This design comes from an exercise in tuning for small area and a short achievable clock period on the open sky130 flow, not from production work. The RTL was checked by simulation tests, not by an equivalence proof against the original design. No activity file was given, so power comes from the tool's default toggle rates.

Design lru_cache_4way, start of the top module:
module lru_cache_4way #(
    parameter DEPTH       = 32,     
    parameter WAYS        = 4,      
    parameter TAG_BITS    = 31,
    parameter BLOCK_SIZE  = 8
)(
    input  logic clk,
    input  logic rst_n,
    input  logic wr_en,
    input  logic rd_en,
    input  logic [31:0] addr,               
    input  logic [BLOCK_SIZE-1:0] data_in,
    output logic [BLOCK_SIZE-1:0] data_out,
    output logic [BLOCK_SIZE-1:0] data_evicted,
    output logic                  data_evict_en
);
    localparam NUM_SETS   = DEPTH / WAYS;    
    localparam INDEX_BITS = $clog2(NUM_SETS);
    localparam WAY_BITS   = $clog2(WAYS);
    localparam STAG_BITS  = 32 - INDEX_BITS;   
    function automatic logic gt2(input logic [1:0] a, input logic [1:0] b);
        gt2 = (a[1] & ~b[1]) | ((a[1] | ~b[1]) & a[0] & ~b[0]);
    endfunction
    function automatic logic [1:0] inc2(input logic [1:0] a);
        inc2 = {a[1] ^ a[0], ~a[0]};
    endfunction
    logic [STAG_BITS-1:0]  line_tag   [NUM_SETS-1:0][WAYS-1:0];
    logic [BLOCK_SIZE-1:0] line_value [NUM_SETS-1:0][WAYS-1:0];
    logic                  line_valid [NUM_SETS-1:0][WAYS-1:0];
    logic [WAY_BITS-1:0]   line_lru   [NUM_SETS-1:0][WAYS-1:0];   
    logic                  pend;        
    logic                  pend_miss;   
    logic                  pend_acc;    
    logic [INDEX_BITS-1:0] pend_set;
    logic [WAYS-1:0]       pend_way;    
    logic [STAG_BITS-1:0]  pend_tag;    
    logic [BLOCK_SIZE-1:0] pend_value;
    logic [INDEX_BITS-1:0] idx;
    logic [STAG_BITS-1:0]  atag;
    assign idx  = addr[INDEX_BITS-1:0];
    assign atag = addr[31:INDEX_BITS];
    logic [NUM_SETS-1:0] sdec;
    always_comb
        for (int s = 0; s < NUM_SETS; s++)
            sdec[s] = (idx == s[INDEX_BITS-1:0]);
    logic [STAG_BITS-1:0]  set_tag   [WAYS-1:0];
    logic [BLOCK_SIZE-1:0] set_value [WAYS-1:0];
    logic                  set_valid [WAYS-1:0];
    logic [WAY_BITS-1:0]   set_lru   [WAYS-1:0];
    always_comb begin
  ...
For scale: roughly 3000 cells after synthesis, about 1300 flip-flops.
==> flow/config.mk <==
export PLATFORM = sky130hd
export DESIGN_NAME = lru_cache_4way
export DESIGN_NICKNAME = lru_cache_4way
export VERILOG_FILES = /design/flow/design.v
export SDC_FILE = /design/flow/constraint.sdc
export NUM_CORES = 4
export LEC_CHECK = 0
export CAP_MARGIN = 20
export CORE_MARGIN = 2
export CORE_UTILIZATION = 60
export CTS_CLUSTER_DIAMETER = 80
export CTS_CLUSTER_SIZE = 25
export SETUP_SLACK_MARGIN = 2.0
export SLEW_MARGIN = 20
==> flow/constraint.sdc <==
create_clock -name core_clock -period 5.6 [get_ports {clk}]
set_input_delay 1.1200 -clock core_clock [delete_from_list [all_inputs] [get_ports {clk}]]
set_output_delay 1.1200 -clock core_clock [all_outputs]
set_load 0.01 [all_outputs]
standard.sh (not shown) runs the stock make flow with config.mk's settings and CLKGATE_MAP_FILE= SYNTH_SCRIPT=/design/flow/synth_recipe.tcl, a recipe that flattens the netlist after the stock synthesis.
==> flow/flow/run.sh <==
#!/bin/bash
# Standard ORFS layout with two resizer settings changed: the port buffers are
# buf_4 cells, and timing repair may swap a cell for one of another footprint.
set -euo pipefail
cd "$(dirname "$0")/.."
bash standard.sh synth > synth.log 2>&1
bash standard.sh MATCH_CELL_FOOTPRINT=0 "BUFFER_PORTS_ARGS=-buffer_cell sky130_fd_sc_hd__buf_4" finish > layout.log 2>&1
The first run completed without violations.
Edit:
==> flow/run.sh (new file) <==
#!/bin/bash
# synth_recipe.tcl (not shown) runs the flow's synth.tcl, then flattens the netlist and writes it again
# the make line also repeats each setting of config.mk as NAME=value (left out here)
make -C /OpenROAD-flow-scripts/flow DESIGN_CONFIG=/design/flow/config.mk WORK_HOME=/design/flow/orfs CLKGATE_MAP_FILE= SYNTH_SCRIPT=/design/flow/synth_recipe.tcl finish
Settings changed: SETUP_SLACK_MARGIN 2.0 to 3.0.
removed: flow/flow/run.sh
removed: flow/standard.sh
Maximum frequency grows by 2.0%; hold slack degrades by 0.013 ns; non-clock buffer count grows by 83; routed wire length grows by about 6%; total power barely changes; cell area grows by about 2.3%; register-to-register slack improves by 0.20 ns; setup slack improves by 0.070 ns; clock skew shrinks by 0.0045 ns; count of clock-buffer cells in the layout shrinks by 3.

---

Another version of the RTL of lru_cache_4way (not shown whole).
For scale: ~1,300 flip-flops, ~61 I/O pins, ~52,000 um^2 of cells after synthesis.
// lru_cache_4way
module lru_cache_4way #(
    parameter DEPTH       = 32,     
    parameter WAYS        = 4,      
    parameter TAG_BITS    = 31,
    parameter BLOCK_SIZE  = 8
)(
    input  logic clk,
    input  logic rst_n,
    input  logic wr_en,
    input  logic rd_en,
    input  logic [31:0] addr,               
    input  logic [BLOCK_SIZE-1:0] data_in,
    output logic [BLOCK_SIZE-1:0] data_out,
    output logic [BLOCK_SIZE-1:0] data_evicted,
    output logic                  data_evict_en
);
    localparam NUM_SETS   = DEPTH / WAYS;    
    localparam INDEX_BITS = $clog2(NUM_SETS);
    localparam WAY_BITS   = $clog2(WAYS);
    localparam STAG_BITS  = 32 - INDEX_BITS;   
    function automatic logic gt2(input logic [1:0] a, input logic [1:0] b);
        gt2 = (a[1] & ~b[1]) | ((a[1] | ~b[1]) & a[0] & ~b[0]);
    endfunction
    function automatic logic [1:0] inc2(input logic [1:0] a);
        inc2 = {a[1] ^ a[0], ~a[0]};
    endfunction
    logic [STAG_BITS-1:0]  line_tag   [NUM_SETS-1:0][WAYS-1:0];
    logic [BLOCK_SIZE-1:0] line_value [NUM_SETS-1:0][WAYS-1:0];
    logic                  line_valid [NUM_SETS-1:0][WAYS-1:0];
    logic [WAY_BITS-1:0]   line_lru   [NUM_SETS-1:0][WAYS-1:0];   
    logic                  pend;        
    logic                  pend_miss;   
    logic                  pend_acc;    
    logic [INDEX_BITS-1:0] pend_set;
    logic [WAYS-1:0]       pend_way;    
    logic [STAG_BITS-1:0]  pend_tag;    
    logic [BLOCK_SIZE-1:0] pend_value;
    logic [INDEX_BITS-1:0] idx;
    logic [STAG_BITS-1:0]  atag;
    assign idx  = addr[INDEX_BITS-1:0];
    assign atag = addr[31:INDEX_BITS];
    logic [NUM_SETS-1:0] sdec;
    always_comb
  ...
clock: 5.6 ns
lec_check: 0
cap_margin: 20
core_margin: 2
core_utilization: 60
cts_cluster_diameter: 80
cts_cluster_size: 25
setup_slack_margin: 3.0
slew_margin: 20
synth_hierarchical: 1
run.sh (not shown) runs the stock make flow with config.mk's settings and CLKGATE_MAP_FILE= SYNTH_SCRIPT=/design/flow/synth_recipe.tcl, a recipe that flattens the netlist after the stock synthesis.
Stock flow here: none of the scripts above is used.
The first run went through all stages and came out clean.
==> next run, changes <==
==> flow/flow/run.sh (new file) <==
#!/bin/bash
# Standard ORFS layout with two resizer settings changed: the port buffers are
# buf_4 cells, and timing repair may swap a cell for one of another footprint.
set -euo pipefail
cd "$(dirname "$0")/.."
bash standard.sh synth > synth.log 2>&1
bash standard.sh MATCH_CELL_FOOTPRINT=0 "BUFFER_PORTS_ARGS=-buffer_cell sky130_fd_sc_hd__buf_4" finish > layout.log 2>&1
==> flow/standard.sh (new file) <==
#!/bin/bash
# synth_recipe.tcl (not shown) runs the flow's synth.tcl, then flattens the netlist and writes it again
# the make line also repeats each setting of config.mk as NAME=value (left out here)
make -C /OpenROAD-flow-scripts/flow DESIGN_CONFIG=/design/flow/config.mk WORK_HOME=/design/flow/orfs CLKGATE_MAP_FILE= SYNTH_SCRIPT=/design/flow/synth_recipe.tcl "${@:-finish}"
removed: flow/run.sh
=> Global-route usage hardly moves. Die area does not change. Routed wire length rose by 0.54%. Core utilization falls by 0.28 points. Power goes down by 2.1%. Hold slack is worse by 0.0097 ns. Design area drops by 0.41%. Via count goes up by 1.1%. Clock skew climbs by 0.0033 ns. Clock-buffer cell count goes down by 3.

[what the ideal ports hide]
Ports are ideal in the flow. The routed layouts listed here were re-timed in OpenROAD. Step 1 assumes that a clkbuf_16 drives the clock port and a buf_2 every other input. Step 2 also shifts input and output timing later by t, the mid clock arrival at the registers, as if the neighbouring blocks saw the same clock. Three values: no drivers, after step 1, after step 2; two values: the first two.
run	t (ns)	setup WS [ns]	latest minus earliest clock arrival (ns)
the first run of note 1	0.731	1.990 / 1.713 / 0.982	0.038 / 0.038
the second run of note 1	0.787	2.060 / 1.757 / 0.971	0.028 / 0.028
the first run of note 2	0.726	1.700 / 1.721 / 0.996	0.038 / 0.037
the second run of note 2	0.760	1.982 / 1.916 / 1.155	0.042 / 0.041
After both steps every run listed still meets setup and hold. The setup slack of the second run of note 1, which loses most, moves by -0.303 ns with the drivers and by -1.089 ns with both steps.
